This is an optimization exercise on Yosys and OpenROAD, whose aim is small area, a short achievable clock period and few clock cycles, not a production implementation. In this exercise RTL edits were held to simulation tests only and were not proved equivalent to the original. Power and IR drop assume default switching activity.

### flow/flow/run.sh
#!/bin/bash
# Own layout flow: the standard ORFS layout with two changes.
#  1. Synthesis maps the logic with an area-oriented ABC script (flow/abc_area.script, used in
#     place of ORFS's) and skips ORFS's full-adder extraction (ADDER_MAP_FILE empty). Flip-flop
#     mapping is unchanged, so the registers, their names and cell types are the standard ones.
#  2. Ports are buffered with sky130_fd_sc_hd__buf_1 instead of the default buffer cell.
# Each make run's full output goes to its own log file in this folder.
set -euo pipefail
work=$(pwd)
rm -rf "$work/scripts_area"
cp -r "$FLOW_HOME/scripts" "$work/scripts_area"
cp "$work/flow/abc_area.script" "$work/scripts_area/abc_area.script"
bash standard.sh synth SCRIPTS_DIR="$work/scripts_area" ADDER_MAP_FILE= > "$work/synth.log" 2>&1
bash standard.sh finish BUFFER_PORTS_ARGS="-buffer_cell sky130_fd_sc_hd__buf_1" > "$work/layout.log" 2>&1
test -f "$work/out/final.def"
### flow/flow/abc_area.script
strash
&get -n
&dch
&nf -p
&put
topo
stime -c
buffer -c
upsize -c
dnsize -c
### flow/standard.sh
#!/bin/bash
# synth_recipe.tcl (not shown) runs the flow's synth.tcl, then flattens the netlist and writes it again
# the make line also repeats each setting of config.mk as NAME=value (left out here)
make -C /OpenROAD-flow-scripts/flow DESIGN_CONFIG=/design/flow/config.mk WORK_HOME=/design/flow/orfs CLKGATE_MAP_FILE= SYNTH_SCRIPT=/design/flow/synth_recipe.tcl "${@:-finish}"
### flow/config.mk
export PLATFORM = sky130hd
export DESIGN_NAME = ARS_des
export DESIGN_NICKNAME = ARS_des
export VERILOG_FILES = /design/flow/design.v
export SDC_FILE = /design/flow/constraint.sdc
export NUM_CORES = 4
export LEC_CHECK = 0
export ABC_AREA = 1
export CAP_MARGIN = 20
export CORE_MARGIN = 2
export CORE_UTILIZATION = 40
export SETUP_SLACK_MARGIN = 3.6
export SLEW_MARGIN = 20
### flow/constraint.sdc
create_clock -name core_clock -period 6.0 [get_ports {clk}]
set_input_delay 1.2000 -clock core_clock [delete_from_list [all_inputs] [get_ports {clk}]]
set_output_delay 1.2000 -clock core_clock [all_outputs]
set_load 0.01 [all_outputs]
### flow/design.v
module ARS_des(clk,reset,key,din,flag,dout,ready);
input [64:1] din;
input [64:1] key;
input clk,reset;
input flag;
output [64:1] dout;
output ready;
function [64:1]	IP;
input	[64:1]	IPin;
begin
IP=	 {IPin[58],IPin[50],IPin[42],IPin[34],IPin[26],IPin[18],IPin[10],IPin[2],
      IPin[60],IPin[52],IPin[44],IPin[36],IPin[28],IPin[20],IPin[12],IPin[4],
      IPin[62],IPin[54],IPin[46],IPin[38],IPin[30],IPin[22],IPin[14],IPin[6],
      IPin[64],IPin[56],IPin[48],IPin[40],IPin[32],IPin[24],IPin[16],IPin[8],
      IPin[57],IPin[49],IPin[41],IPin[33],IPin[25],IPin[17],IPin[9],IPin[1],
      IPin[59],IPin[51],IPin[43],IPin[35],IPin[27],IPin[19],IPin[11],IPin[3],
      IPin[61],IPin[53],IPin[45],IPin[37],IPin[29],IPin[21],IPin[13],IPin[5],
      IPin[63],IPin[55],IPin[47],IPin[39],IPin[31],IPin[23],IPin[15],IPin[7]};
end
endfunction
function [64:1] IVIP;
input    [64:1]  IP_1in;
begin
IVIP = {IP_1in[40],IP_1in[8],IP_1in[48],IP_1in[16],IP_1in[56],IP_1in[24],IP_1in[64],IP_1in[32],
        IP_1in[39],IP_1in[7],IP_1in[47],IP_1in[15],IP_1in[55],IP_1in[23],IP_1in[63],IP_1in[31],
        IP_1in[38],IP_1in[6],IP_1in[46],IP_1in[14],IP_1in[54],IP_1in[22],IP_1in[62],IP_1in[30],
        IP_1in[37],IP_1in[5],IP_1in[45],IP_1in[13],IP_1in[53],IP_1in[21],IP_1in[61],IP_1in[29],
        IP_1in[36],IP_1in[4],IP_1in[44],IP_1in[12],IP_1in[52],IP_1in[20],IP_1in[60],IP_1in[28],
        IP_1in[35],IP_1in[3],IP_1in[43],IP_1in[11],IP_1in[51],IP_1in[19],IP_1in[59],IP_1in[27],
        IP_1in[34],IP_1in[2],IP_1in[42],IP_1in[10],IP_1in[50],IP_1in[18],IP_1in[58],IP_1in[26],
        IP_1in[33],IP_1in[1],IP_1in[41],IP_1in[9],IP_1in[49],IP_1in[17],IP_1in[57],IP_1in[25]};
end
endfunction
reg [64:1] data;      
reg [1:56] cd;        
reg [3:0] cnt;        
reg mode;             
reg ready;
reg busy;             
reg sh1;              
wire [48:1] ksub = {cd[14], cd[17], cd[11], cd[24], cd[1], cd[5], cd[3], cd[28], cd[15], cd[6], cd[21], cd[10], cd[23], cd[19], cd[12], cd[4], cd[26], cd[8], cd[16], cd[7], cd[27], cd[20], cd[13], cd[2], cd[41], cd[52], cd[31], cd[37], cd[47], cd[55], cd[30], cd[40], cd[51], cd[45], cd[33], cd[48], cd[44], cd[49], cd[39], cd[56], cd[34], cd[53], cd[46], cd[42], cd[50], cd[36], cd[29], cd[32]};
wire [32:1] rl, rr;
ARS_ENDEcrp c1 (.OUTR(rr), .OUTL(rl), .INR(data[32:1]), .INL(data[64:33]), .K_sub(ksub));
wire ld_dec = ~reset & flag;
wire ld_enc = ~reset & ~flag;
wire ro_l1 = reset & ~mode & sh1;
wire ro_l2 = reset & ~mode & ~sh1;
wire ro_r1 = reset & mode & sh1;
wire ro_r2 = reset & mode & ~sh1;
always @(posedge clk)
  cd <= ({56{ld_dec}} & {key[8], key[16], key[24], key[32], key[40], key[48], key[56], key[64], key[7], key[15], key[23], key[31], key[39], key[47], key[55], key[63], key[6], key[14], key[22], key[30], key[38], key[46], key[54], key[62], key[5], key[13], key[21], key[29], key[2], key[10], key[18], key[26], key[34], key[42], key[50], key[58], key[3], key[11], key[19], key[27], key[35], key[43], key[51], key[59], key[4], key[12], key[20], key[28], key[36], key[44], key[52], key[60], key[37], key[45], key[53], key[61]}) | ({56{ld_enc}} & {key[16], key[24], key[32], key[40], key[48], key[56], key[64], key[7], key[15], key[23], key[31], key[39], key[47], key[55], key[63], key[6], key[14], key[22], key[30], key[38], key[46], key[54], key[62], key[5], key[13], key[21], key[29], key[8], key[10], key[18], key[26], key[34], key[42], key[50], key[58], key[3], key[11], key[19], key[27], key[35], key[43], key[51], key[59], key[4], key[12], key[20], key[28], key[36], key[44], key[52], key[60], key[37], key[45], key[53], key[61], key[2]}) |
        ({56{ro_l1}} & {cd[2], cd[3], cd[4], cd[5], cd[6], cd[7], cd[8], cd[9], cd[10], cd[11], cd[12], cd[13], cd[14], cd[15], cd[16], cd[17], cd[18], cd[19], cd[20], cd[21], cd[22], cd[23], cd[24], cd[25], cd[26], cd[27], cd[28], cd[1], cd[30], cd[31], cd[32], cd[33], cd[34], cd[35], cd[36], cd[37], cd[38], cd[39], cd[40], cd[41], cd[42], cd[43], cd[44], cd[45], cd[46], cd[47], cd[48], cd[49], cd[50], cd[51], cd[52], cd[53], cd[54], cd[55], cd[56], cd[29]}) | ({56{ro_l2}} & {cd[3], cd[4], cd[5], cd[6], cd[7], cd[8], cd[9], cd[10], cd[11], cd[12], cd[13], cd[14], cd[15], cd[16], cd[17], cd[18], cd[19], cd[20], cd[21], cd[22], cd[23], cd[24], cd[25], cd[26], cd[27], cd[28], cd[1], cd[2], cd[31], cd[32], cd[33], cd[34], cd[35], cd[36], cd[37], cd[38], cd[39], cd[40], cd[41], cd[42], cd[43], cd[44], cd[45], cd[46], cd[47], cd[48], cd[49], cd[50], cd[51], cd[52], cd[53], cd[54], cd[55], cd[56], cd[29], cd[30]}) |
        ({56{ro_r1}} & {cd[28], cd[1], cd[2], cd[3], cd[4], cd[5], cd[6], cd[7], cd[8], cd[9], cd[10], cd[11], cd[12], cd[13], cd[14], cd[15], cd[16], cd[17], cd[18], cd[19], cd[20], cd[21], cd[22], cd[23], cd[24], cd[25], cd[26], cd[27], cd[56], cd[29], cd[30], cd[31], cd[32], cd[33], cd[34], cd[35], cd[36], cd[37], cd[38], cd[39], cd[40], cd[41], cd[42], cd[43], cd[44], cd[45], cd[46], cd[47], cd[48], cd[49], cd[50], cd[51], cd[52], cd[53], cd[54], cd[55]}) | ({56{ro_r2}} & {cd[27], cd[28], cd[1], cd[2], cd[3], cd[4], cd[5], cd[6], cd[7], cd[8], cd[9], cd[10], cd[11], cd[12], cd[13], cd[14], cd[15], cd[16], cd[17], cd[18], cd[19], cd[20], cd[21], cd[22], cd[23], cd[24], cd[25], cd[26], cd[55], cd[56], cd[29], cd[30], cd[31], cd[32], cd[33], cd[34], cd[35], cd[36], cd[37], cd[38], cd[39], cd[40], cd[41], cd[42], cd[43], cd[44], cd[45], cd[46], cd[47], cd[48], cd[49], cd[50], cd[51], cd[52], cd[53], cd[54]});
always @(posedge clk) begin
  if (reset == 1'b0) begin
    data  <= IP(din);
    mode  <= flag;
    cnt   <= 4'd0;
    ready <= 1'b0;
    busy  <= 1'b1;
    sh1   <= 1'b1;
  end else begin
    if (busy) data <= {rl, rr};
    cnt <= cnt + 4'd1;
    sh1 <= (cnt == 4'd6) | (cnt == 4'd13);
    if (cnt == 4'd15) begin
      ready <= 1'b1;
      busy  <= 1'b0;
    end
  end
end
assign dout = IVIP({data[32:1], data[64:33]});
endmodule
module ARS_ENDEcrp(OUTR, OUTL, INR, INL, K_sub);
output	[32:1]	OUTR, OUTL;
input	[32:1]	INR, INL;
input	[48:1]	K_sub;
wire	[48:1] E;
wire	[48:1] X;
wire	[48:1] S;
assign E[48:1] = {	INR[32], INR[1], INR[2], INR[3], INR[4], INR[5], INR[4], INR[5],
			INR[6], INR[7], INR[8], INR[9], INR[8], INR[9], INR[10], INR[11],
			INR[12], INR[13], INR[12], INR[13], INR[14], INR[15], INR[16],
			INR[17], INR[16], INR[17], INR[18], INR[19], INR[20], INR[21],
			INR[20], INR[21], INR[22], INR[23], INR[24], INR[25], INR[24],
			INR[25], INR[26], INR[27], INR[28], INR[29], INR[28], INR[29],
			INR[30], INR[31], INR[32], INR[1]};
assign X = E ^ K_sub;
ARS_sbox1 u0( .addr(X[06:01]), .dout(S[04:01]) );
ARS_sbox2 u1( .addr(X[12:07]), .dout(S[08:05]) );
ARS_sbox3 u2( .addr(X[18:13]), .dout(S[12:09]) );
ARS_sbox4 u3( .addr(X[24:19]), .dout(S[16:13]) );
ARS_sbox5 u4( .addr(X[30:25]), .dout(S[20:17]) );
ARS_sbox6 u5( .addr(X[36:31]), .dout(S[24:21]) );
ARS_sbox7 u6( .addr(X[42:37]), .dout(S[28:25]) );
ARS_sbox8 u7( .addr(X[48:43]), .dout(S[32:29]) );
assign OUTR = {	S[16], S[7], S[20], S[21], S[29], S[12], S[28],
			S[17], S[1], S[15], S[23], S[26], S[5], S[18],
			S[31], S[10], S[2], S[8], S[24], S[14], S[32],
			S[27], S[3], S[9], S[19], S[13], S[30], S[6],
			S[22], S[11], S[4], S[25]}^ INL;
assign OUTL = INR;
endmodule
module ARS_sbox1(addr, dout);
input	[6:1] addr;
output	[4:1] dout;
reg	[4:1] dout;
always @(addr) begin
    case ({addr[6],addr[1], addr[5:2]})	
         0:  dout =  14;
         1:  dout =   4;
         2:  dout =  13;
         3:  dout =   1;
         4:  dout =   2;
         5:  dout =  15;
         6:  dout =  11;
         7:  dout =   8;
         8:  dout =   3;
         9:  dout =  10;
        10:  dout =   6;
        11:  dout =  12;
        12:  dout =   5;
        13:  dout =   9;
        14:  dout =   0;
        15:  dout =   7;
        16:  dout =   0;
        17:  dout =  15;
        18:  dout =   7;
        19:  dout =   4;
        20:  dout =  14;
        21:  dout =   2;
        22:  dout =  13;
        23:  dout =   1;
        24:  dout =  10;
        25:  dout =   6;
        26:  dout =  12;
        27:  dout =  11;
        28:  dout =   9;
        29:  dout =   5;
        30:  dout =   3;
        31:  dout =   8;
        32:  dout =   4;
        33:  dout =   1;
        34:  dout =  14;
        35:  dout =   8;
        36:  dout =  13;
        37:  dout =   6;
        38:  dout =   2;
        39:  dout =  11;
        40:  dout =  15;
        41:  dout =  12;
        42:  dout =   9;
        43:  dout =   7;
        44:  dout =   3;
        45:  dout =  10;
        46:  dout =   5;
        47:  dout =   0;
        48:  dout =  15;
        49:  dout =  12;
        50:  dout =   8;
        51:  dout =   2;
        52:  dout =   4;
        53:  dout =   9;
        54:  dout =   1;
        55:  dout =   7;
        56:  dout =   5;
        57:  dout =  11;
        58:  dout =   3;
        59:  dout =  14;
        60:  dout =  10;
        61:  dout =   0;
        62:  dout =   6;
        63:  dout =  13;
    endcase
    end
endmodule
module ARS_sbox2(addr, dout);
input	[6:1] addr;
output	[4:1] dout;
reg	[4:1] dout;
always @(addr) begin
    case ({addr[6],addr[1], addr[5:2]})
         0:  dout = 15;
         1:  dout =  1;
         2:  dout =  8;
         3:  dout = 14;
         4:  dout =  6;
         5:  dout = 11;
         6:  dout =  3;
         7:  dout =  4;
         8:  dout =  9;
         9:  dout =  7;
        10:  dout =  2;
        11:  dout = 13;
        12:  dout = 12;
        13:  dout =  0;
        14:  dout =  5;
        15:  dout = 10;
        16:  dout =  3;
        17:  dout = 13;
        18:  dout =  4;
        19:  dout =  7;
        20:  dout = 15;
        21:  dout =  2;
        22:  dout =  8;
        23:  dout = 14;
        24:  dout = 12;
        25:  dout =  0;
        26:  dout =  1;
        27:  dout = 10;
        28:  dout =  6;
        29:  dout =  9;
        30:  dout = 11;
        31:  dout =  5;
        32:  dout =  0;
        33:  dout = 14;
        34:  dout =  7;
        35:  dout = 11;
        36:  dout = 10;
        37:  dout =  4;
        38:  dout = 13;
        39:  dout =  1;
        40:  dout =  5;
        41:  dout =  8;
        42:  dout = 12;
        43:  dout =  6;
        44:  dout =  9;
        45:  dout =  3;
        46:  dout =  2;
        47:  dout = 15;
        48:  dout = 13;
        49:  dout =  8;
        50:  dout = 10;
        51:  dout =  1;
        52:  dout =  3;
        53:  dout = 15;
        54:  dout =  4;
        55:  dout =  2;
        56:  dout = 11;
        57:  dout =  6;
        58:  dout =  7;
        59:  dout = 12;
        60:  dout =  0;
        61:  dout =  5;
        62:  dout = 14;
        63:  dout =  9;
    endcase
    end
endmodule
module ARS_sbox3(addr, dout);
input	[6:1] addr;
output	[4:1] dout;
reg	[4:1] dout;
always @(addr) begin
    case ({addr[6],addr[1], addr[5:2]})
         0:  dout = 10;
         1:  dout =  0;
         2:  dout =  9;
         3:  dout = 14;
         4:  dout =  6;
         5:  dout =  3;
         6:  dout = 15;
         7:  dout =  5;
         8:  dout =  1;
         9:  dout = 13;
        10:  dout = 12;
        11:  dout =  7;
        12:  dout = 11;
        13:  dout =  4;
        14:  dout =  2;
        15:  dout =  8;
        16:  dout = 13;
        17:  dout =  7;
        18:  dout =  0;
        19:  dout =  9;
        20:  dout =  3;
        21:  dout =  4;
        22:  dout =  6;
        23:  dout = 10;
        24:  dout =  2;
        25:  dout =  8;
        26:  dout =  5;
        27:  dout = 14;
        28:  dout = 12;
        29:  dout = 11;
        30:  dout = 15;
        31:  dout =  1;
        32:  dout = 13;
        33:  dout =  6;
        34:  dout =  4;
        35:  dout =  9;
        36:  dout =  8;
        37:  dout = 15;
        38:  dout =  3;
        39:  dout =  0;
        40:  dout = 11;
        41:  dout =  1;
        42:  dout =  2;
        43:  dout = 12;
        44:  dout =  5;
        45:  dout = 10;
        46:  dout = 14;
        47:  dout =  7;
        48:  dout =  1;
        49:  dout = 10;
        50:  dout = 13;
        51:  dout =  0;
        52:  dout =  6;
        53:  dout =  9;
        54:  dout =  8;
        55:  dout =  7;
        56:  dout =  4;
        57:  dout = 15;
        58:  dout = 14;
        59:  dout =  3;
        60:  dout = 11;
        61:  dout =  5;
        62:  dout =  2;
        63:  dout = 12;
    endcase
    end
endmodule
module ARS_sbox4(addr, dout);
input	[6:1] addr;
output	[4:1] dout;
reg	[4:1] dout;
always @(addr) begin
    case ({addr[6],addr[1], addr[5:2]})
         0:  dout =  7;
         1:  dout = 13;
         2:  dout = 14;
         3:  dout =  3;
         4:  dout =  0;
         5:  dout =  6;
         6:  dout =  9;
         7:  dout = 10;
         8:  dout =  1;
         9:  dout =  2;
        10:  dout =  8;
        11:  dout =  5;
        12:  dout = 11;
        13:  dout = 12;
        14:  dout =  4;
        15:  dout = 15;
        16:  dout = 13;
        17:  dout =  8;
        18:  dout = 11;
        19:  dout =  5;
        20:  dout =  6;
        21:  dout = 15;
        22:  dout =  0;
        23:  dout =  3;
        24:  dout =  4;
        25:  dout =  7;
        26:  dout =  2;
        27:  dout = 12;
        28:  dout =  1;
        29:  dout = 10;
        30:  dout = 14;
        31:  dout =  9;
        32:  dout = 10;
        33:  dout =  6;
        34:  dout =  9;
        35:  dout =  0;
        36:  dout = 12;
        37:  dout = 11;
        38:  dout =  7;
        39:  dout = 13;
        40:  dout = 15;
        41:  dout =  1;
        42:  dout =  3;
        43:  dout = 14;
        44:  dout =  5;
        45:  dout =  2;
        46:  dout =  8;
        47:  dout =  4;
        48:  dout =  3;
        49:  dout = 15;
        50:  dout =  0;
        51:  dout =  6;
        52:  dout = 10;
        53:  dout =  1;
        54:  dout = 13;
        55:  dout =  8;
        56:  dout =  9;
        57:  dout =  4;
        58:  dout =  5;
        59:  dout = 11;
        60:  dout = 12;
        61:  dout =  7;
        62:  dout =  2;
        63:  dout = 14;
    endcase
    end
endmodule
module ARS_sbox5(addr, dout);
input	[6:1] addr;
output	[4:1] dout;
reg	[4:1] dout;
always @(addr) begin
    case ({addr[6],addr[1], addr[5:2]})	
         0:  dout =  2;
         1:  dout = 12;
         2:  dout =  4;
         3:  dout =  1;
         4:  dout =  7;
         5:  dout = 10;
         6:  dout = 11;
         7:  dout =  6;
         8:  dout =  8;
         9:  dout =  5;
        10:  dout =  3;
        11:  dout = 15;
        12:  dout = 13;
        13:  dout =  0;
        14:  dout = 14;
        15:  dout =  9;
        16:  dout = 14;
        17:  dout = 11;
        18:  dout =  2;
        19:  dout = 12;
        20:  dout =  4;
        21:  dout =  7;
        22:  dout = 13;
        23:  dout =  1;
        24:  dout =  5;
        25:  dout =  0;
        26:  dout = 15;
        27:  dout = 10;
        28:  dout =  3;
        29:  dout =  9;
        30:  dout =  8;
        31:  dout =  6;
        32:  dout =  4;
        33:  dout =  2;
        34:  dout =  1;
        35:  dout = 11;
        36:  dout = 10;
        37:  dout = 13;
        38:  dout =  7;
        39:  dout =  8;
        40:  dout = 15;
        41:  dout =  9;
        42:  dout = 12;
        43:  dout =  5;
        44:  dout =  6;
        45:  dout =  3;
        46:  dout =  0;
        47:  dout = 14;
        48:  dout = 11;
        49:  dout =  8;
        50:  dout = 12;
        51:  dout =  7;
        52:  dout =  1;
        53:  dout = 14;
        54:  dout =  2;
        55:  dout = 13;
        56:  dout =  6;
        57:  dout = 15;
        58:  dout =  0;
        59:  dout =  9;
        60:  dout = 10;
        61:  dout =  4;
        62:  dout =  5;
        63:  dout =  3;
    endcase
    end
endmodule
module ARS_sbox6(addr, dout);
input	[6:1] addr;
output	[4:1] dout;
reg	[4:1] dout;
always @(addr) begin
    case ({addr[6],addr[1], addr[5:2]})	
         0:  dout = 12;
         1:  dout =  1;
         2:  dout = 10;
         3:  dout = 15;
         4:  dout =  9;
         5:  dout =  2;
         6:  dout =  6;
         7:  dout =  8;
         8:  dout =  0;
         9:  dout = 13;
        10:  dout =  3;
        11:  dout =  4;
        12:  dout = 14;
        13:  dout =  7;
        14:  dout =  5;
        15:  dout = 11;
        16:  dout = 10;
        17:  dout = 15;
        18:  dout =  4;
        19:  dout =  2;
        20:  dout =  7;
        21:  dout = 12;
        22:  dout =  9;
        23:  dout =  5;
        24:  dout =  6;
        25:  dout =  1;
        26:  dout = 13;
        27:  dout = 14;
        28:  dout =  0;
        29:  dout = 11;
        30:  dout =  3;
        31:  dout =  8;
        32:  dout =  9;
        33:  dout = 14;
        34:  dout = 15;
        35:  dout =  5;
        36:  dout =  2;
        37:  dout =  8;
        38:  dout = 12;
        39:  dout =  3;
        40:  dout =  7;
        41:  dout =  0;
        42:  dout =  4;
        43:  dout = 10;
        44:  dout =  1;
        45:  dout = 13;
        46:  dout = 11;
        47:  dout =  6;
        48:  dout =  4;
        49:  dout =  3;
        50:  dout =  2;
        51:  dout = 12;
        52:  dout =  9;
        53:  dout =  5;
        54:  dout = 15;
        55:  dout = 10;
        56:  dout = 11;
        57:  dout = 14;
        58:  dout =  1;
        59:  dout =  7;
        60:  dout =  6;
        61:  dout =  0;
        62:  dout =  8;
        63:  dout = 13;
    endcase
    end
endmodule
module ARS_sbox7(addr, dout);
input	[6:1] addr;
output	[4:1] dout;
reg	[4:1] dout;
always @(addr) begin
    case ({addr[6],addr[1], addr[5:2]})	
         0:  dout =  4;
         1:  dout = 11;
         2:  dout =  2;
         3:  dout = 14;
         4:  dout = 15;
         5:  dout =  0;
         6:  dout =  8;
         7:  dout = 13;
         8:  dout =  3;
         9:  dout = 12;
        10:  dout =  9;
        11:  dout =  7;
        12:  dout =  5;
        13:  dout = 10;
        14:  dout =  6;
        15:  dout =  1;
        16:  dout = 13;
        17:  dout =  0;
        18:  dout = 11;
        19:  dout =  7;
        20:  dout =  4;
        21:  dout =  9;
        22:  dout =  1;
        23:  dout = 10;
        24:  dout = 14;
        25:  dout =  3;
        26:  dout =  5;
        27:  dout = 12;
        28:  dout =  2;
        29:  dout = 15;
        30:  dout =  8;
        31:  dout =  6;
        32:  dout =  1;
        33:  dout =  4;
        34:  dout = 11;
        35:  dout = 13;
        36:  dout = 12;
        37:  dout =  3;
        38:  dout =  7;
        39:  dout = 14;
        40:  dout = 10;
        41:  dout = 15;
        42:  dout =  6;
        43:  dout =  8;
        44:  dout =  0;
        45:  dout =  5;
        46:  dout =  9;
        47:  dout =  2;
        48:  dout =  6;
        49:  dout = 11;
        50:  dout = 13;
        51:  dout =  8;
        52:  dout =  1;
        53:  dout =  4;
        54:  dout = 10;
        55:  dout =  7;
        56:  dout =  9;
        57:  dout =  5;
        58:  dout =  0;
        59:  dout = 15;
        60:  dout = 14;
        61:  dout =  2;
        62:  dout =  3;
        63:  dout = 12;
    endcase
    end
endmodule
module ARS_sbox8(addr, dout);
input	[6:1] addr;
output	[4:1] dout;
reg	[4:1] dout;
always @(addr) begin
    case ({addr[6],addr[1], addr[5:2]})	
         0:  dout = 13;
         1:  dout =  2;
         2:  dout =  8;
         3:  dout =  4;
         4:  dout =  6;
         5:  dout = 15;
         6:  dout = 11;
         7:  dout =  1;
         8:  dout = 10;
         9:  dout =  9;
        10:  dout =  3;
        11:  dout = 14;
        12:  dout =  5;
        13:  dout =  0;
        14:  dout = 12;
        15:  dout =  7;
        16:  dout =  1;
        17:  dout = 15;
        18:  dout = 13;
        19:  dout =  8;
        20:  dout = 10;
        21:  dout =  3;
        22:  dout =  7;
        23:  dout =  4;
        24:  dout = 12;
        25:  dout =  5;
        26:  dout =  6;
        27:  dout = 11;
        28:  dout =  0;
        29:  dout = 14;
        30:  dout =  9;
        31:  dout =  2;
        32:  dout =  7;
        33:  dout = 11;
        34:  dout =  4;
        35:  dout =  1;
        36:  dout =  9;
        37:  dout = 12;
        38:  dout = 14;
        39:  dout =  2;
        40:  dout =  0;
        41:  dout =  6;
        42:  dout = 10;
        43:  dout = 13;
        44:  dout = 15;
        45:  dout =  3;
        46:  dout =  5;
        47:  dout =  8;
        48:  dout =  2;
        49:  dout =  1;
        50:  dout = 14;
        51:  dout =  7;
        52:  dout =  4;
        53:  dout = 10;
        54:  dout =  8;
        55:  dout = 13;
        56:  dout = 15;
        57:  dout = 12;
        58:  dout =  9;
        59:  dout =  0;
        60:  dout =  3;
        61:  dout =  5;
        62:  dout =  6;
        63:  dout = 11;
    endcase
    end
endmodule
==> results.sh, run 1 <==
export IMPL_status="timing/DRC/antenna clean"
export IMPL_synthArstFlopShare_pct=0
export IMPL_yosysTopAreaCell="edfxtp_1"
export IMPL_post_synth_top_area_fraction_pct=20.2
export IMPL_synth_ff_latch_count=128
export IMPL_ios=196
export IMPL_firstDrtPassIters=14
export IMPL_num_vias=10400
export IMPL_worst_pin_slew_ns=0.994
export IMPL_final_util_pct=57.6
export IMPL_slew_headroom_pct=33.7
export IMPL_grt_setup_unrepaired="true"
export IMPL_antenna_left=0
export IMPL_core_area_um2=23600
export IMPL_wl_per_cell_um=20.3
export IMPL_final_setup_viol_count=0
export IMPL_grt_total_usage_pct=24.6
export IMPL_synth_compound_area_share_pct=30.7
export IMPL_peakVddDrop_uv=252
export IMPL_routed_wl_um=33900
export IMPL_syn_inst=1110
export IMPL_antenna_found_initial=1
export IMPL_synth_fa_ha_area_share_pct=0.104
export IMPL_placedCellCount=1520
export IMPL_syn_area_um2=9660
export IMPL_synth_area_mux_share_pct=4.56
export IMPL_yosys_area_share_simple_pct=11.6
export IMPL_grt_overflow=0
export IMPL_start_util_pct=40.9
export IMPL_cts_root_buffer="clkbuf_16"
export IMPL_clock_latency_ns=0.44
export IMPL_grt_start_max_net_pins=69
export IMPL_power_density_nw_per_um2=726
export IMPL_clockBufferDepth=2
export IMPL_grt_first_pass_wirelength_um=50300
export IMPL_period_share_pct=41.5
export IMPL_tns_ns=0
export IMPL_worst_hold_slack_ns=0.453
export IMPL_globalRouteMet2Util_pct=37.1
export IMPL_synth_xor_area_share_pct=15.3
export IMPL_yosysSeqAreaShare_pct=33.3
export IMPL_place_congestion=0.900
export IMPL_grt_pass1_vias=9075
export IMPL_fmax_ghz=0.402
export IMPL_drive_gt1_share_pct=28.5
export IMPL_drtIter0Drc=1572
export IMPL_path_clk_slew_ns=0.06
export IMPL_cts_sinks=128
export IMPL_synth_avg_cell_area_um2=8.71
export IMPL_critical_path_endpoint_type="register"
export IMPL_netSwitchingPower_w=0.00474
export IMPL_cap_viol_max_count=0
export IMPL_min_period_ns=2.49
export IMPL_p_clk_share_pct=11.1
export IMPL_drc=0
export IMPL_htreeDepth=4
export IMPL_rows=56
export IMPL_syn_nets=1241
export IMPL_crit_type="register to register"
export IMPL_synth_area_leaders="edfxtp_1 20%, dfxtp_1 13%, a222oi_1 12%"
export IMPL_grt_met3_usage_pct=5.08
export IMPL_combPwrFrac_pct=72.9
export IMPL_top_usage_layer="met2"
export IMPL_yosysWarnings=9
export IMPL_antennaDiodeCount=0
export IMPL_areaGrowthSynthToFinish_pct=40.7
export IMPL_cp_data_arrival_time_ns=2.67
export IMPL_ys_flop_type="edfxtp_1"
export IMPL_die_x_um=159
export IMPL_vias_per_cell=6.22
export IMPL_holdCritPathClass="register to register"
export IMPL_nets=1471
export IMPL_path_max_fanout=5
export IMPL_hold_violations=0
export IMPL_startpoint_type="register"
export IMPL_p_int_w=0.00513
export IMPL_final_cells=1672
export IMPL_swShare_pct=48.0
export IMPL_numCtsBuffers=17
export IMPL_portBuffers=187
export IMPL_cts_tree="done"
export IMPL_die_area_um2=25400
export IMPL_die_h_um=159
export IMPL_synth_commonest_cells="120 x nand2_1, 112 x a222oi_1, 104 x a21oi_1, 95 x nor2_1, 80 x o21ai_0"
export IMPL_power_frac_seq_pct=16.0
export IMPL_synth_top_family_by_area="compound AO/OA/AOI/OAI gates"
export IMPL_crit_required_ns=6.18
export IMPL_yosysMostFrequentCell="nand2_1"
export IMPL_grt_use_met1_pct=34.8
export IMPL_synth_edf_count=65
export IMPL_synth_cell_type_count=61
export IMPL_p_leak_nw=4.87
export IMPL_clock_skew_ns=0.0108
export IMPL_dp_hpwl_um=22400
export IMPL_final_max_slew_viol_count=0
[final cells by class]
type / count / area [um2]
clock buffers: 18 / 450
well taps: 319 / 399
flip-flops and latches: 128 / 3250
multi-input cells: 878 / 7480
repair buffers: 314 / 1860
clock inverters: 14 / 153
fillers: 2102 / 10000
inverters: 1 / 3.75
[registers in the layout, indices dropped and copies added, names as in the netlist]
register	count
data	64
mode	1
cd	56
cnt	4
sh1	1
busy	1
ready	1
[repair_timing]
action | 4_1_cts | 5_1_grt
resized for setup | 119 | 130
buffers inserted | 39 | 78
endpoints found under the setup margin | 126 | 51
hold buffers | 0 | 0
pin swaps | 17 | 85
cloned | 0 | 3
[power by group through the flow]
stage               Combinational (W)  Sequential [W]  Clock [W]
floorplan                     0.00370         0.00155          0
CTS                           0.00569         0.00169    0.00110
detailed placement            0.00472         0.00174          0
global route                  0.00773         0.00161    0.00114
global placement              0.00474         0.00174          0
finish                        0.00720         0.00158    0.00109
[cell families after synthesis]
| logic type | Yosys count |
|---|---|
| buf+inv | 107 |
| simple gates | 271 |
| fa+ha+maj | 1 |
| compound gates | 417 |
| mux | 40 |
| xor+xnor | 146 |
| flops | 128 |
[per-stage QoR]
stage | cell area [um2] | setup WS, ns | total power [W]
6_report | 13600 | 3.51 | 0.00987
5_1_grt | 13600 | 3.43 | 0.0105
4_1_cts | 12300 | 3.47 | 0.00848
3_5_place_dp | 10500 | 2.89 | 0.00646
3_3_place_gp | 10500 | 2.90 | 0.00647
2_1_floorplan | 9680 | 3.62 | 0.00525
[path summary, 6_finish.rpt]
check             cells past startpoint  slack, ns  startpoint        to
setup / recovery                      9       3.51    data[30]  data[24]
hold / removal                        2       0.45        busy      busy
setup reg to reg                      9       3.51    data[30]  data[24]
hold reg to reg                       2       0.45        busy      busy
[critical path, cell delays in order (launching register included)]
cell      delay, ns
edfxtp_1       0.43
buf_12         0.17
xor2_4         0.30
nor2_4         0.07
or4_4          0.54
o211ai_1       0.13
o21ai_1        0.12
a21oi_2        0.25
xnor2_1        0.15
a21oi_1        0.07
[cells in the final DEF (no fill, tap or decap), types with 5 or more instances in the layout]
| cell | n |
|---|---|
| o221ai_1 | 5 |
| xnor2_2 | 14 |
| buf_6 | 12 |
| nand2b_1 | 6 |
| nand3_1 | 9 |
| dfxtp_1 | 37 |
| mux2i_1 | 6 |
| mux2_2 | 32 |
| a211oi_2 | 5 |
| nor3_1 | 17 |
| a21oi_2 | 14 |
| dfxtp_2 | 25 |
| a211oi_1 | 7 |
| a221oi_2 | 5 |
| o211ai_1 | 14 |
| o21ai_0 | 65 |
| a31oi_1 | 12 |
| buf_4 | 104 |
| xnor2_4 | 34 |
| xor2_4 | 20 |
| o21a_1 | 6 |
| xnor2_1 | 39 |
| a222oi_1 | 112 |
| nor2_1 | 81 |
| o21ai_2 | 5 |
| buf_12 | 11 |
| xor2_2 | 13 |
| nor3_2 | 6 |
| buf_1 | 185 |
| clkbuf_16 | 18 |
| nor2_2 | 12 |
| edfxtp_1 | 65 |
| a21oi_1 | 91 |
| nand2_1 | 115 |
| o21ai_1 | 17 |
| xor2_1 | 28 |
| o22ai_1 | 5 |
[metal layers]
layer,share of wire [%],wire (um)
met5,0,0
met4,2.2,750
met3,8.5,2890
met2,46,15600
met1,43,14600
Testbench counts, summed over its fixed seeds: cycles 13,056.
==> run 2, diff against run 1 <==
==> flow/flow/abc_area.script (replaced) <==
strash
&get -n
&dch
&nf -p -R 50
&put
topo
stime -c
buffer -c
upsize -c
dnsize -c
==> run 2 against run 1 <==
Compared with the run above:
- first-iteration DRC count down 14%
- worst setup slack worse by 0.17 ns
- die area fell by 3.2%
- final cell count is 0.30% lower
- register-to-register slack got worse by 0.17 ns
- utilization is 0.39 points higher
- maximum frequency down 6.4%
- flip-flop and latch count stayed put
- critical path type unchanged
- largest cell class unchanged
==> results.sh, run 2 <==
export IMPL_fmax_ghz=0.376
export IMPL_min_period_ns=2.66
export IMPL_status="timing/DRC/antenna clean"
export IMPL_cts_sinks=128
export IMPL_power_w=0.00925
export IMPL_antenna_left=0
export IMPL_numCtsBuffers=17
export IMPL_start_util_pct=41.0
export IMPL_synth_cell_type_count=57
export IMPL_hold_buffers=0
export IMPL_startpoint_type="register"
export IMPL_placedCellCount=1531
export IMPL_tns_ns=0
export IMPL_worst_pin_slew_ns=0.924
export IMPL_vias_per_cell=6.16
export IMPL_post_synth_top_area_fraction_pct=20.9
export IMPL_netSwitchingPower_w=0.00455
export IMPL_period_share_pct=44.3
export IMPL_final_max_slew_viol_count=0
export IMPL_synth_commonest_cells="167 x nand2_1, 125 x a21oi_1, 112 x a222oi_1, 104 x nor2_1, 84 x clkbuf_1"
export IMPL_syn_nets=1261
export IMPL_power_frac_seq_pct=17.7
export IMPL_critical_path_endpoint_type="register"
export IMPL_clock_latency_ns=0.43
export IMPL_mostFrequentLayoutCells="182 x buf_1, 141 x nand2_1, 112 x a222oi_1"
export IMPL_cp_data_arrival_time_ns=2.82
export IMPL_combPwrFrac_pct=70.6
export IMPL_r2r_start="data[24]"
export IMPL_path_clk_slew_ns=0.07
export IMPL_drive_gt1_share_pct=29.9
export IMPL_holdCritPathClass="register to register"
export IMPL_wl_per_cell_um=20.6
export IMPL_final_cells=1667
export IMPL_drtIter0Drc=1346
export IMPL_die_h_um=157
export IMPL_cts_root_buffer="clkbuf_16"
export IMPL_synthArstFlopShare_pct=0
export IMPL_cap_viol_max_count=0
export IMPL_yosysMostFrequentCell="nand2_1"
export IMPL_grt_first_pass_wirelength_um=50000
export IMPL_yosysSeqAreaShare_pct=34.4
export IMPL_num_vias=10300
export IMPL_slowest_delay_ns=0.40
export IMPL_areaGrowthSynthToFinish_pct=41.2
export IMPL_p_int_w=0.00470
export IMPL_synth_edf_count=65
export IMPL_ys_flop_type="edfxtp_1"
export IMPL_syn_inst=1130
export IMPL_layout_commonest_cell="buf_1"
export IMPL_dp_hpwl_um=22700
export IMPL_critical_path_top_delay_family="simple AND/OR/NAND/NOR gates"
export IMPL_grt_total_usage_pct=26.1
export IMPL_clock_skew_ns=0.0112
export IMPL_antennaDiodeCount=0
export IMPL_yosysWarnings=9
export IMPL_worstSetupStartpoint="data[24]"
export IMPL_slew_headroom_pct=38.4
export IMPL_syn_area_um2=9350
export IMPL_grt_pass1_vias=9163
export IMPL_hp_start="busy"
export IMPL_cp_cell_sequence="buf_6, xor2_2, nor2_2, or2_4, and2_4, or3_4, nand2_2, o31ai_2, a22oi_2, xnor2_1, a21oi_1"
export IMPL_cts_tree="done"
export IMPL_power_density_nw_per_um2=700
export IMPL_place_congestion=0.950
export IMPL_drc=0
export IMPL_synth_avg_cell_area_um2=8.27
export IMPL_htreeDepth=4
export IMPL_routed_wl_um=34300
export IMPL_slowest_stage="or3_4"
export IMPL_grt_setup_unrepaired="true"
export IMPL_die_x_um=157
export IMPL_top_register="data"
export IMPL_antenna_found_initial=0
export IMPL_crit_required_ns=6.16
export IMPL_path_max_fanout=4
export IMPL_clockBufferDepth=2
export IMPL_ios=196
export IMPL_grt_start_max_net_pins=91
export IMPL_largest_reg_flops=64
export IMPL_critPathBufInv=1
export IMPL_portBuffers=187
export IMPL_yosysTopAreaCell="edfxtp_1"
export IMPL_rows=55
export IMPL_die_area_um2=24600
export IMPL_peakVddDrop_uv=276
export IMPL_hold_violations=0
export IMPL_grt_overflow=0
export IMPL_final_setup_viol_count=0
export IMPL_synth_area_leaders="edfxtp_1 21%, dfxtp_1 13%, a222oi_1 12%"
export IMPL_swShare_pct=49.2
export IMPL_crit_type="register to register"
export IMPL_core_area_um2=22800
export IMPL_p_leak_nw=4.80
export IMPL_p_clk_share_pct=11.7
export IMPL_nets=1472
export IMPL_reg_top3="data: 64 flops, cd: 56 flops, cnt: 4 flops"
export IMPL_synth_ff_latch_count=128
export IMPL_firstDrtPassIters=11
## run 2: changes by cell type after synthesis, moves of 9 or more
cell and change:
a21oi_1 +21, buf_2 -10, clkbuf_1 +11, clkbuf_2 -12, nand2_1 +47, nor2_1 +9
nor3_1 -10, xnor2_2 -15
## run 2: cell families (layout without fill, tap and decap cells)
kind of cell | count (synthesis) | count (layout) | share of synthesized area, %
simple gates | 323 | 325 | 14.1
flops | 128 | 128 | 34.4
compound gates | 406 | 406 | 30.1
buf+inv | 106 | 328 | 4.76
mux | 33 | 33 | 3.96
xor+xnor | 134 | 134 | 12.7
## run 2: timing repair
action	in CTS	in global routing
setup endpoints to repair	126	124
buffers inserted	49	53
pin swaps	35	89
resized for setup	117	213
cloned	2	0
## run 2: routing by layer
metal	part of all wire, %	global-route usage, %
met3	7.4	4.26
met5	0	0
met2	49	44.7
met4	3.7	10.6
met1	40	32.6
## run 2: final timing paths
path	endpoint	slack [ns]	cells past startpoint
worst max-delay path	data[17]	3.34	11
worst min-delay path	busy	0.44	2
worst max register to register	data[17]	3.34	11
worst min register to register	busy	0.44	2
## run 2: power by group through the flow
| stage | clock [W] | sequential, W | combinational [W] |
|---|---|---|---|
| final | 0.00108 | 0.00164 | 0.00653 |
| after detailed placement | 0 | 0.00173 | 0.00431 |
| after CTS | 0.00109 | 0.00168 | 0.00507 |
| after global routing | 0.00113 | 0.00167 | 0.00704 |
| after floorplan | 0 | 0.00153 | 0.00337 |
| after global placement | 0 | 0.00172 | 0.00436 |
## run 2: cell type report
class                           instances  area, um2
Clock buffer                           22        529
Clock inverter                         10       81.3
Fill cell                            1975       9570
Inverter                                1       7.51
Multi-Input combinational cell        898       7270
Sequential cell                       128       3250
Tap cell                              313        392
Timing Repair Buffer                  295       1670
## run 2: worst min-delay path: cells and delay by family (launching register included)
family / cells / cell delay, ns
DFF: 1 / 0.31
and+or+nand+nor: 2 / 0.09
## run 2: stage by stage
step	worst slack [ns]	area (um2)	utilization [%]	hold slack [ns]
after global placement	2.78	10100	44.4	0.432
after detailed placement	2.78	10100	44.4	0.436
final	3.34	13200	58.0	0.444
after floorplan	3.60	9370	-	0.414
after CTS	3.39	11800	51.7	0.445
after global routing	3.26	13200	58.0	0.473
==> run 3, diff against run 2 <==
==> flow/flow/abc_area.script (replaced) <==
strash
&get -n
&dch
&nf -p
&put
topo
stime -c
buffer -c
upsize -c
dnsize -c
--- a/flow/config.mk
+++ b/flow/config.mk
@@ -8,6 +8,6 @@
 export ABC_AREA = 1
 export CAP_MARGIN = 20
 export CORE_MARGIN = 2
-export CORE_UTILIZATION = 40
+export CORE_UTILIZATION = 30
 export SETUP_SLACK_MARGIN = 3.6
 export SLEW_MARGIN = 20
==> run 3 against run 2 <==
Compared with the run above:
- utilization down 13 points
- final cell count rose by 6.8%
- clock skew shrank 0.0012 ns
- critical path type unchanged
- largest cell class unchanged
==> results.sh, run 3 <==
export IMPL_vias_per_cell=5.89
export IMPL_portBuffers=187
export IMPL_wl_per_cell_um=20.8
export IMPL_synth_avg_cell_area_um2=8.71
export IMPL_holdCritPathClass="register to register"
export IMPL_die_area_um2=33700
export IMPL_rows=65
export IMPL_grt_pass1_vias=9142
export IMPL_cts_tree="done"
export IMPL_top_layer="met4"
export IMPL_timing_rr_end="data[24]"
export IMPL_fmax_ghz=0.403
export IMPL_power_w=0.0103
export IMPL_ys_flop_type="edfxtp_1"
export IMPL_yosysMostFrequentCell="nand2_1"
export IMPL_ios=196
export IMPL_synthArstFlopShare_pct=0
export IMPL_die_x_um=183
export IMPL_yosysTopAreaCell="edfxtp_1"
export IMPL_synth_ff_latch_count=128
export IMPL_layout_commonest_cell="buf_1"
export IMPL_final_setup_viol_count=0
export IMPL_post_synth_top_area_fraction_pct=20.2
export IMPL_antennaDiodeCount=0
export IMPL_cap_viol_max_count=0
export IMPL_path_max_fanout=5
export IMPL_grt_setup_unrepaired="true"
export IMPL_start_util_pct=30.5
export IMPL_synth_cell_type_count=61
export IMPL_die_h_um=183
export IMPL_dp_hpwl_um=24200
export IMPL_place_congestion=0.912
export IMPL_period_share_pct=41.3
export IMPL_cts_root_buffer="clkbuf_16"
export IMPL_critical_path_endpoint_type="register"
export IMPL_clockBufferDepth=2
export IMPL_synth_edf_count=65
export IMPL_htreeDepth=4
export IMPL_syn_area_um2=9660
export IMPL_startpoint_type="register"
export IMPL_rrSetupSlack_ns=3.52
export IMPL_slew_headroom_pct=30.6
export IMPL_synth_commonest_cells="120 x nand2_1, 112 x a222oi_1, 104 x a21oi_1, 95 x nor2_1, 80 x o21ai_0"
export IMPL_syn_nets=1241
export IMPL_yosys_area_share_simple_pct=11.6
export IMPL_cts_sinks=128
export IMPL_clock_skew_ns=0.0100
export IMPL_grt_first_pass_wirelength_um=51800
export IMPL_drive_gt1_share_pct=31.1
export IMPL_p_leak_nw=5.06
export IMPL_nets=1497
export IMPL_drtIter0Drc=1425
export IMPL_syn_inst=1110
export IMPL_grt_overflow=0
export IMPL_r2r_start="data[32]"
export IMPL_clock_latency_ns=0.45
export IMPL_status="timing/DRC/antenna clean"
export IMPL_final_max_slew_viol_count=0
export IMPL_tns_ns=0
export IMPL_yosysSeqAreaShare_pct=33.3
export IMPL_num_vias=10500
export IMPL_hold_buffers=0
export IMPL_yosysWarnings=9
export IMPL_peakVddDrop_uv=231
export IMPL_numCtsBuffers=17
export IMPL_firstDrtPassIters=14
export IMPL_antenna_found_initial=0
export IMPL_setup_slack_ns=3.52
export IMPL_worst_pin_slew_ns=1.04
export IMPL_wl_met1_um=15700
export IMPL_drc=0
export IMPL_synth_xor_area_share_pct=15.3
export IMPL_grt_total_usage_pct=19.9
export IMPL_grt_start_max_net_pins=71
export IMPL_routed_wl_um=37000
export IMPL_endpoint="data[24]"
export IMPL_worstSetupStartpoint="data[32]"
export IMPL_met3_length_um=3040
export IMPL_wl_met2_um=16900
export IMPL_synth_fa_ha_area_share_pct=0.104
export IMPL_cp_data_arrival_time_ns=2.68
export IMPL_synth_top_family_by_area="compound AO/OA/AOI/OAI gates"
export IMPL_synth_area_leaders="edfxtp_1 20%, dfxtp_1 13%, a222oi_1 12%"
export IMPL_antenna_left=0
export IMPL_mostFrequentLayoutCells="177 x buf_1, 124 x buf_4, 117 x nand2_1"
export IMPL_crit_required_ns=6.20
export IMPL_core_area_um2=31600
export IMPL_rr_worst_depth=10
export IMPL_reg_top3="data: 64 flops, cd: 56 flops, cnt: 4 flops"
export IMPL_path_clk_slew_ns=0.06
export IMPL_largest_reg_flops=64
export IMPL_hold_violations=0
export IMPL_top_register="data"
export IMPL_nFillCells=2950
export IMPL_power_density_nw_per_um2=729
export IMPL_min_period_ns=2.48
export IMPL_place_worst_setup_slack_ns=2.55
export IMPL_synth_compound_area_share_pct=30.7
export IMPL_synth_area_mux_share_pct=4.56
export IMPL_areaGrowthSynthToFinish_pct=45.7
export IMPL_crit_type="register to register"
==> run 3: worst min path at each step <==
| stage | start | end | slack, ns | cells past startpoint |
|---|---|---|---|---|
| after global placement | cnt[0] | cnt[0] | 0.43 | 1 |
| final | cnt[2] | sh1 | 0.46 | 2 |
| after CTS | cnt[0] | cnt[0] | 0.46 | 1 |
| after global routing | cnt[0] | cnt[0] | 0.48 | 1 |
| after detailed placement | cnt[0] | cnt[0] | 0.44 | 1 |
| after floorplan | cnt[0] | cnt[0] | 0.41 | 1 |
==> run 3: report_power, final <==
group          switching, W  total, W  internal, W  leakage (nW)
Clock              0.000424   0.00107     0.000641         0.281
Combinational       0.00411   0.00759      0.00348          3.57
Sequential         0.000367   0.00161      0.00125          1.21
==> run 3: worst max-delay path, cell delays in order (launching register included) <==
cell and delay (ns):
edfxtp_1 0.41, buf_12 0.18, xnor2_4 0.22, buf_6 0.14, nor3_4 0.04, or4_4 0.54, o211ai_1 0.11, o21ai_1 0.10
a21oi_2 0.26, xnor2_1 0.15, a21oi_1 0.08
==> run 3: through the flow <==
step	instance area [um2]	std cells	hold WS [ns]	util [%]
final	14100	1781	0.457	44.5
after global routing	14100	1781	0.481	44.5
after CTS	12500	1698	0.455	39.7
after detailed placement	10600	1605	0.440	33.4
after global placement	10600	1605	0.432	33.4
after floorplan	9680	1110	0.414	-
==> run 3: cells by family after synthesis <==
| kind of cell | after synthesis |
|---|---|
| AO/OA/AOI/OAI | 417 |
| AND/OR/NAND/NOR | 271 |
| XOR/XNOR | 146 |
| flip-flops | 128 |
| buffers and inverters | 107 |
| multiplexers | 40 |
| adder cells (fa/ha/maj) | 1 |
==> run 3: repair_timing <==
action | in CTS | in global routing
hold endpoints to repair | 0 | 0
setup buffers | 60 | 81
setup endpoints to repair | 127 | 104
cloned | 1 | 2
pin swaps | 18 | 86
resized for setup | 119 | 184
==> run 3: metal layers <==
metal | vias to the layer above | global-route usage (%)
li1 | 4837 | -
met1 | 5045 | 26.5
met2 | 535 | 30.9
met3 | 76 | 4.68
met4 | 0 | 8.19
met5 | - | 0
==> run 3: area by class of cell <==
class / count / area [um2] / area share, %
inverter: 1 / 3.75 / 0.0267
sequential: 128 / 3240 / 23.0
multi-input combinational: 877 / 7590 / 53.9
clock inverter: 11 / 110 / 0.782
timing repair buffer: 341 / 2160 / 15.3
tap: 402 / 503 / 3.57
clock buffer: 21 / 472 / 3.35
==> run 4, diff against run 3 <==
--- a/flow/design.v
+++ b/flow/design.v
@@ -41,16 +41,10 @@
 wire [48:1] ksub = {cd[14], cd[17], cd[11], cd[24], cd[1], cd[5], cd[3], cd[28], cd[15], cd[6], cd[21], cd[10], cd[23], cd[19], cd[12], cd[4], cd[26], cd[8], cd[16], cd[7], cd[27], cd[20], cd[13], cd[2], cd[41], cd[52], cd[31], cd[37], cd[47], cd[55], cd[30], cd[40], cd[51], cd[45], cd[33], cd[48], cd[44], cd[49], cd[39], cd[56], cd[34], cd[53], cd[46], cd[42], cd[50], cd[36], cd[29], cd[32]};
 wire [32:1] rl, rr;
 ARS_ENDEcrp c1 (.OUTR(rr), .OUTL(rl), .INR(data[32:1]), .INL(data[64:33]), .K_sub(ksub));
-wire ld_dec = ~reset & flag;
-wire ld_enc = ~reset & ~flag;
-wire ro_l1 = reset & ~mode & sh1;
-wire ro_l2 = reset & ~mode & ~sh1;
-wire ro_r1 = reset & mode & sh1;
-wire ro_r2 = reset & mode & ~sh1;
+wire [1:56] cd_next;
+ARS_keyNext c2 (.cd(cd), .key(key), .flag(flag), .reset(reset), .mode(mode), .sh1(sh1), .cd_next(cd_next));
 always @(posedge clk)
-  cd <= ({56{ld_dec}} & {key[8], key[16], key[24], key[32], key[40], key[48], key[56], key[64], key[7], key[15], key[23], key[31], key[39], key[47], key[55], key[63], key[6], key[14], key[22], key[30], key[38], key[46], key[54], key[62], key[5], key[13], key[21], key[29], key[2], key[10], key[18], key[26], key[34], key[42], key[50], key[58], key[3], key[11], key[19], key[27], key[35], key[43], key[51], key[59], key[4], key[12], key[20], key[28], key[36], key[44], key[52], key[60], key[37], key[45], key[53], key[61]}) | ({56{ld_enc}} & {key[16], key[24], key[32], key[40], key[48], key[56], key[64], key[7], key[15], key[23], key[31], key[39], key[47], key[55], key[63], key[6], key[14], key[22], key[30], key[38], key[46], key[54], key[62], key[5], key[13], key[21], key[29], key[8], key[10], key[18], key[26], key[34], key[42], key[50], key[58], key[3], key[11], key[19], key[27], key[35], key[43], key[51], key[59], key[4], key[12], key[20], key[28], key[36], key[44], key[52], key[60], key[37], key[45], key[53], key[61], key[2]}) |
-        ({56{ro_l1}} & {cd[2], cd[3], cd[4], cd[5], cd[6], cd[7], cd[8], cd[9], cd[10], cd[11], cd[12], cd[13], cd[14], cd[15], cd[16], cd[17], cd[18], cd[19], cd[20], cd[21], cd[22], cd[23], cd[24], cd[25], cd[26], cd[27], cd[28], cd[1], cd[30], cd[31], cd[32], cd[33], cd[34], cd[35], cd[36], cd[37], cd[38], cd[39], cd[40], cd[41], cd[42], cd[43], cd[44], cd[45], cd[46], cd[47], cd[48], cd[49], cd[50], cd[51], cd[52], cd[53], cd[54], cd[55], cd[56], cd[29]}) | ({56{ro_l2}} & {cd[3], cd[4], cd[5], cd[6], cd[7], cd[8], cd[9], cd[10], cd[11], cd[12], cd[13], cd[14], cd[15], cd[16], cd[17], cd[18], cd[19], cd[20], cd[21], cd[22], cd[23], cd[24], cd[25], cd[26], cd[27], cd[28], cd[1], cd[2], cd[31], cd[32], cd[33], cd[34], cd[35], cd[36], cd[37], cd[38], cd[39], cd[40], cd[41], cd[42], cd[43], cd[44], cd[45], cd[46], cd[47], cd[48], cd[49], cd[50], cd[51], cd[52], cd[53], cd[54], cd[55], cd[56], cd[29], cd[30]}) |
-        ({56{ro_r1}} & {cd[28], cd[1], cd[2], cd[3], cd[4], cd[5], cd[6], cd[7], cd[8], cd[9], cd[10], cd[11], cd[12], cd[13], cd[14], cd[15], cd[16], cd[17], cd[18], cd[19], cd[20], cd[21], cd[22], cd[23], cd[24], cd[25], cd[26], cd[27], cd[56], cd[29], cd[30], cd[31], cd[32], cd[33], cd[34], cd[35], cd[36], cd[37], cd[38], cd[39], cd[40], cd[41], cd[42], cd[43], cd[44], cd[45], cd[46], cd[47], cd[48], cd[49], cd[50], cd[51], cd[52], cd[53], cd[54], cd[55]}) | ({56{ro_r2}} & {cd[27], cd[28], cd[1], cd[2], cd[3], cd[4], cd[5], cd[6], cd[7], cd[8], cd[9], cd[10], cd[11], cd[12], cd[13], cd[14], cd[15], cd[16], cd[17], cd[18], cd[19], cd[20], cd[21], cd[22], cd[23], cd[24], cd[25], cd[26], cd[55], cd[56], cd[29], cd[30], cd[31], cd[32], cd[33], cd[34], cd[35], cd[36], cd[37], cd[38], cd[39], cd[40], cd[41], cd[42], cd[43], cd[44], cd[45], cd[46], cd[47], cd[48], cd[49], cd[50], cd[51], cd[52], cd[53], cd[54]});
+  cd <= cd_next;
 always @(posedge clk) begin
   if (reset == 1'b0) begin
     data  <= IP(din);
@@ -685,3 +679,18 @@
     endcase
     end
 endmodule
+module ARS_keyNext(cd, key, flag, reset, mode, sh1, cd_next);
+input [1:56] cd;
+input [64:1] key;
+input flag, reset, mode, sh1;
+output [1:56] cd_next;
+wire ld_dec = ~reset & flag;
+wire ld_enc = ~reset & ~flag;
+wire ro_l1 = reset & ~mode & sh1;
+wire ro_l2 = reset & ~mode & ~sh1;
+wire ro_r1 = reset & mode & sh1;
+wire ro_r2 = reset & mode & ~sh1;
+assign cd_next = ({56{ld_dec}} & {key[8], key[16], key[24], key[32], key[40], key[48], key[56], key[64], key[7], key[15], key[23], key[31], key[39], key[47], key[55], key[63], key[6], key[14], key[22], key[30], key[38], key[46], key[54], key[62], key[5], key[13], key[21], key[29], key[2], key[10], key[18], key[26], key[34], key[42], key[50], key[58], key[3], key[11], key[19], key[27], key[35], key[43], key[51], key[59], key[4], key[12], key[20], key[28], key[36], key[44], key[52], key[60], key[37], key[45], key[53], key[61]}) | ({56{ld_enc}} & {key[16], key[24], key[32], key[40], key[48], key[56], key[64], key[7], key[15], key[23], key[31], key[39], key[47], key[55], key[63], key[6], key[14], key[22], key[30], key[38], key[46], key[54], key[62], key[5], key[13], key[21], key[29], key[8], key[10], key[18], key[26], key[34], key[42], key[50], key[58], key[3], key[11], key[19], key[27], key[35], key[43], key[51], key[59], key[4], key[12], key[20], key[28], key[36], key[44], key[52], key[60], key[37], key[45], key[53], key[61], key[2]}) |
+        ({56{ro_l1}} & {cd[2], cd[3], cd[4], cd[5], cd[6], cd[7], cd[8], cd[9], cd[10], cd[11], cd[12], cd[13], cd[14], cd[15], cd[16], cd[17], cd[18], cd[19], cd[20], cd[21], cd[22], cd[23], cd[24], cd[25], cd[26], cd[27], cd[28], cd[1], cd[30], cd[31], cd[32], cd[33], cd[34], cd[35], cd[36], cd[37], cd[38], cd[39], cd[40], cd[41], cd[42], cd[43], cd[44], cd[45], cd[46], cd[47], cd[48], cd[49], cd[50], cd[51], cd[52], cd[53], cd[54], cd[55], cd[56], cd[29]}) | ({56{ro_l2}} & {cd[3], cd[4], cd[5], cd[6], cd[7], cd[8], cd[9], cd[10], cd[11], cd[12], cd[13], cd[14], cd[15], cd[16], cd[17], cd[18], cd[19], cd[20], cd[21], cd[22], cd[23], cd[24], cd[25], cd[26], cd[27], cd[28], cd[1], cd[2], cd[31], cd[32], cd[33], cd[34], cd[35], cd[36], cd[37], cd[38], cd[39], cd[40], cd[41], cd[42], cd[43], cd[44], cd[45], cd[46], cd[47], cd[48], cd[49], cd[50], cd[51], cd[52], cd[53], cd[54], cd[55], cd[56], cd[29], cd[30]}) |
+        ({56{ro_r1}} & {cd[28], cd[1], cd[2], cd[3], cd[4], cd[5], cd[6], cd[7], cd[8], cd[9], cd[10], cd[11], cd[12], cd[13], cd[14], cd[15], cd[16], cd[17], cd[18], cd[19], cd[20], cd[21], cd[22], cd[23], cd[24], cd[25], cd[26], cd[27], cd[56], cd[29], cd[30], cd[31], cd[32], cd[33], cd[34], cd[35], cd[36], cd[37], cd[38], cd[39], cd[40], cd[41], cd[42], cd[43], cd[44], cd[45], cd[46], cd[47], cd[48], cd[49], cd[50], cd[51], cd[52], cd[53], cd[54], cd[55]}) | ({56{ro_r2}} & {cd[27], cd[28], cd[1], cd[2], cd[3], cd[4], cd[5], cd[6], cd[7], cd[8], cd[9], cd[10], cd[11], cd[12], cd[13], cd[14], cd[15], cd[16], cd[17], cd[18], cd[19], cd[20], cd[21], cd[22], cd[23], cd[24], cd[25], cd[26], cd[55], cd[56], cd[29], cd[30], cd[31], cd[32], cd[33], cd[34], cd[35], cd[36], cd[37], cd[38], cd[39], cd[40], cd[41], cd[42], cd[43], cd[44], cd[45], cd[46], cd[47], cd[48], cd[49], cd[50], cd[51], cd[52], cd[53], cd[54]});
+endmodule
==> flow/flow/run.sh (replaced) <==
#!/bin/bash
# Own layout flow: the standard ORFS layout with these changes.
#  1. Synthesis keeps the key schedule's next-state logic (module ARS_keyNext) apart until after
#     technology mapping (SYNTH_KEEP_MODULES; the standard flow's synthesis script flattens it afterwards)
#     and maps it with ABC's &nf mapper (flow/abc_keynext.script); the rest of the design is
#     mapped with ORFS's own area script. It skips ORFS's full-adder extraction
#     (ADDER_MAP_FILE empty). Flip-flop mapping is unchanged, so the registers, their names and
#     cell types are those of the standard synthesis.
#  2. Ports are buffered with sky130_fd_sc_hd__buf_1 instead of the default buffer cell.
# Each make run's full output goes to its own log file in this folder.
set -euo pipefail
work=$(pwd)
rm -rf "$work/scripts_own"
cp -r "$FLOW_HOME/scripts" "$work/scripts_own"
cp "$work/flow/abc_keynext.script" "$work/scripts_own/abc_keynext.script"
python3 - "$work/scripts_own/synth.tcl" <<'PY'
import sys
p = sys.argv[1]
s = open(p).read()
old = "  log_cmd abc {*}$abc_args\n"
assert s.count(old) == 1
new = ("  log_cmd abc {*}$abc_args ARS_des\n"
       "  log_cmd abc {*}[lreplace $abc_args 1 1 $::env(SCRIPTS_DIR)/abc_keynext.script] ARS_keyNext\n")
open(p, 'w').write(s.replace(old, new))
PY
bash standard.sh synth SCRIPTS_DIR="$work/scripts_own" ADDER_MAP_FILE= SYNTH_KEEP_MODULES=ARS_keyNext > "$work/synth.log" 2>&1
bash standard.sh finish BUFFER_PORTS_ARGS="-buffer_cell sky130_fd_sc_hd__buf_1" > "$work/layout.log" 2>&1
test -f "$work/out/final.def"
==> flow/flow/abc_keynext.script (new file) <==
strash
&get -n
&dch
&nf -p
&put
topo
stime -c
buffer -c
upsize -c
dnsize -c
--- a/flow/config.mk
+++ b/flow/config.mk
@@ -8,6 +8,7 @@
 export ABC_AREA = 1
 export CAP_MARGIN = 20
 export CORE_MARGIN = 2
-export CORE_UTILIZATION = 30
-export SETUP_SLACK_MARGIN = 3.6
+export CORE_UTILIZATION = 40
+export CTS_BUF_LIST = sky130_fd_sc_hd__clkbuf_4 sky130_fd_sc_hd__clkbuf_8
+export SETUP_SLACK_MARGIN = 3.5
 export SLEW_MARGIN = 20
removed: flow/flow/abc_area.script
==> run 4 against run 3 <==
Compared with the run above:
- clock skew rose by 0.0061 ns
- register-to-register slack improved by 0.04 ns
- synthesized cell count rose by 36%
- critical endpoint is now dout[6]
- largest cell class unchanged
==> results.sh, run 4 <==
export IMPL_nets=1805
export IMPL_worst_pin_slew_ns=0.859
export IMPL_path_max_fanout=4
export IMPL_p_leak_nw=5.44
export IMPL_critical_path_top_delay_family="flip-flops"
export IMPL_synthArstFlopShare_pct=0
export IMPL_vias_per_cell=5.84
export IMPL_clock_skew_ns=0.0161
export IMPL_hold_violations=0
export IMPL_portBuffers=187
export IMPL_top_register="data"
export IMPL_clockBufferDepth=2
export IMPL_crit_type="register to output pin"
export IMPL_grt_pass1_vias=10100
export IMPL_drtIter0Drc=2088
export IMPL_num_vias=11800
export IMPL_drive_gt1_share_pct=6.16
export IMPL_synth_cell_type_count=34
export IMPL_critical_path_endpoint_type="output pin"
export IMPL_yosysMostFrequentCell="nand2_1"
export IMPL_crit_required_ns=4.80
export IMPL_slowest_delay_ns=0.62
export IMPL_slowest_stage="edfxtp_1"
export IMPL_largest_reg_flops=64
export IMPL_min_to="cnt[0]"
export IMPL_antennaDiodeCount=0
export IMPL_power_density_nw_per_um2=608
export IMPL_synth_avg_cell_area_um2=6.67
export IMPL_drc=0
export IMPL_synth_area_leaders="nand2_1 24%, edfxtp_1 19%, nand3_1 15%"
export IMPL_core_area_um2=25000
export IMPL_reg_top3="data: 64 flops, cd: 56 flops, cnt: 4 flops"
export IMPL_layout_commonest_cell="nand2_1"
export IMPL_status="timing/DRC/antenna clean"
export IMPL_period_share_pct=41.1
export IMPL_cap_viol_max_count=0
export IMPL_peakVddDrop_uv=176
export IMPL_wl_per_cell_um=18.0
export IMPL_syn_inst=1512
export IMPL_numCtsBuffers=17
export IMPL_synth_commonest_cells="647 x nand2_1, 296 x nand3_1, 112 x a222oi_1, 92 x inv_1, 65 x edfxtp_1"
export IMPL_grt_start_max_net_pins=70
export IMPL_final_cells=2017
export IMPL_start_util_pct=40.4
export IMPL_cts_root_buffer="clkbuf_8"
export IMPL_grt_overflow=0
export IMPL_holdCritPathClass="register to register"
export IMPL_die_h_um=163
export IMPL_place_congestion=0.928
export IMPL_worstSetupStartpoint="data[9]"
export IMPL_rrSetupSlack_ns=3.56
export IMPL_die_area_um2=26500
export IMPL_firstDrtPassIters=12
export IMPL_ios=196
export IMPL_cp_data_arrival_time_ns=1.26
export IMPL_rows=58
export IMPL_antenna_found_initial=0
export IMPL_hold_buffers=0
export IMPL_tns_ns=0
export IMPL_hold_depth=1
export IMPL_cp_cell_sequence="buf_1"
export IMPL_antenna_left=0
export IMPL_path_clk_slew_ns=0.09
export IMPL_grt_first_pass_wirelength_um=55400
export IMPL_placedCellCount=1971
export IMPL_synth_ff_latch_count=128
export IMPL_worst_hold_slack_ns=0.481
export IMPL_final_max_slew_viol_count=0
export IMPL_areaGrowthSynthToFinish_pct=14.7
export IMPL_grt_setup_unrepaired="true"
export IMPL_grt_total_usage_pct=26.7
export IMPL_clock_latency_ns=0.46
export IMPL_timing_rr_end="data[1]"
export IMPL_yosysSeqAreaShare_pct=31.9
export IMPL_post_synth_top_area_fraction_pct=24.1
export IMPL_htreeDepth=4
export IMPL_routed_wl_um=36200
export IMPL_final_setup_viol_count=0
export IMPL_ys_flop_type="edfxtp_1"
export IMPL_slew_headroom_pct=42.5
export IMPL_mostFrequentLayoutCells="644 x nand2_1, 296 x nand3_1, 186 x buf_1"
export IMPL_cts_sinks=128
export IMPL_dp_hpwl_um=25700
export IMPL_rr_worst_depth=10
export IMPL_min_period_ns=2.46
export IMPL_startpoint_type="register"
export IMPL_yosysTopAreaCell="nand2_1"
export IMPL_cts_tree="done"
export IMPL_yosysWarnings=9
export IMPL_syn_area_um2=10100
export IMPL_syn_nets=1643
export IMPL_critPathBufInv=1
export IMPL_r2r_start="data[5]"
export IMPL_hp_start="cnt[0]"
export IMPL_synth_edf_count=65
export IMPL_die_x_um=163
export IMPL_fmax_ghz=0.406
run 4: Yosys stat by module, one instance, submodules excluded:
module | flip-flops and latches | cells inside
ARS_des | 128 | 1302
ARS_keyNext | 0 | 210
run 4: cell type report:
cell class / instances / area, um2
tap: 330 / 413
clock buffer: 20 / 256
clock inverter: 12 / 87.6
inverter: 97 / 368
multi-input combinational: 1225 / 6370
fill: 2676 / 13400
sequential: 128 / 3220
timing repair buffer: 205 / 848
run 4: worst max path at each step:
stage	end	slack, ns	cells after the start
after floorplan	data[10]	3.63	4
after global placement	cd[12]	2.65	4
after detailed placement	data[44]	2.68	4
after CTS	dout[2]	3.50	1
after global routing	data[6]	3.40	10
final	dout[6]	3.54	1
run 4: power breakdown:
part           switching [W]  internal, W  total, W
clock network       0.000392     0.000301  0.000693
logic                0.00310      0.00161   0.00471
registers           0.000416      0.00121   0.00163
run 4: what timing repair did:
item	4_1_cts	5_1_grt
pin swaps	1	0
gates resized for setup	11	18
buffers inserted	5	7
gates cloned	2	0
setup endpoints to repair	120	29
run 4: kinds of logic (layout without fill, tap and decap cells):
family | Yosys count | count (layout) | synth area share [%]
AO/OA/AOI/OAI | 166 | 166 | 13.9
buffers and inverters | 161 | 334 | 6.74
AND/OR/NAND/NOR | 1005 | 1007 | 41.9
flip-flops | 128 | 128 | 31.9
XOR/XNOR | 52 | 52 | 5.56
run 4: stage by stage:
step	worst slack (ns)	utilization, %	power (W)	instance area [um2]
6_report	3.54	46.3	0.00703	11600
5_1_grt	3.40	46.3	0.00776	11600
4_1_cts	3.50	45.7	0.00688	11400
3_5_place_dp	2.68	43.9	0.00612	11000
3_3_place_gp	2.65	43.9	0.00613	11000
2_1_floorplan	3.63	-	0.00497	10100
run 4: layer usage:
| metal | part of all wire [%] | GRT usage [%] | routed length (um) |
|---|---|---|---|
| met5 | 0 | 0 | 0 |
| met3 | 11 | 5.86 | 4110 |
| met1 | 44 | 38.6 | 15800 |
| met2 | 42 | 39.5 | 15400 |
| met4 | 2.6 | 8.29 | 930 |
Testbench counts of run 4, summed over its fixed seeds: cycles 13,056.

static timing again, ports no longer ideal:
No port has a modelled driver above. Below, the same layouts with a new extraction and two added sets of constraints. Step 1 sets driving cells, clkbuf_16 on the clock port and buf_2 on the other inputs (assumed; they add their load-dependent delay and slew). Step 2 times the ports against the registers' clock, not the clock port: input delays grow and output delays shrink by t, the midpoint of the rising clock arrivals with the driver on. Three values: ideal, step 1, step 2; two values: the first two.
| run | t, ns | setup WS [ns] | worst data-port slew with drivers (ns) |
|---|---|---|---|
| run 1 | 0.478 | 3.510 / 3.470 / 3.160 | 0.05 |
| run 2 | 0.466 | 3.340 / 3.340 / 3.231 | 0.07 |
| run 3 | 0.489 | 3.519 / 3.519 / 3.191 | 0.06 |
| run 4 | 0.491 | 3.536 / 3.492 / 3.084 | 0.04 |
After both steps every run listed still meets setup and hold. The setup slack of run 4, which loses most, moves by -0.044 ns with the drivers and by -0.452 ns with both steps.
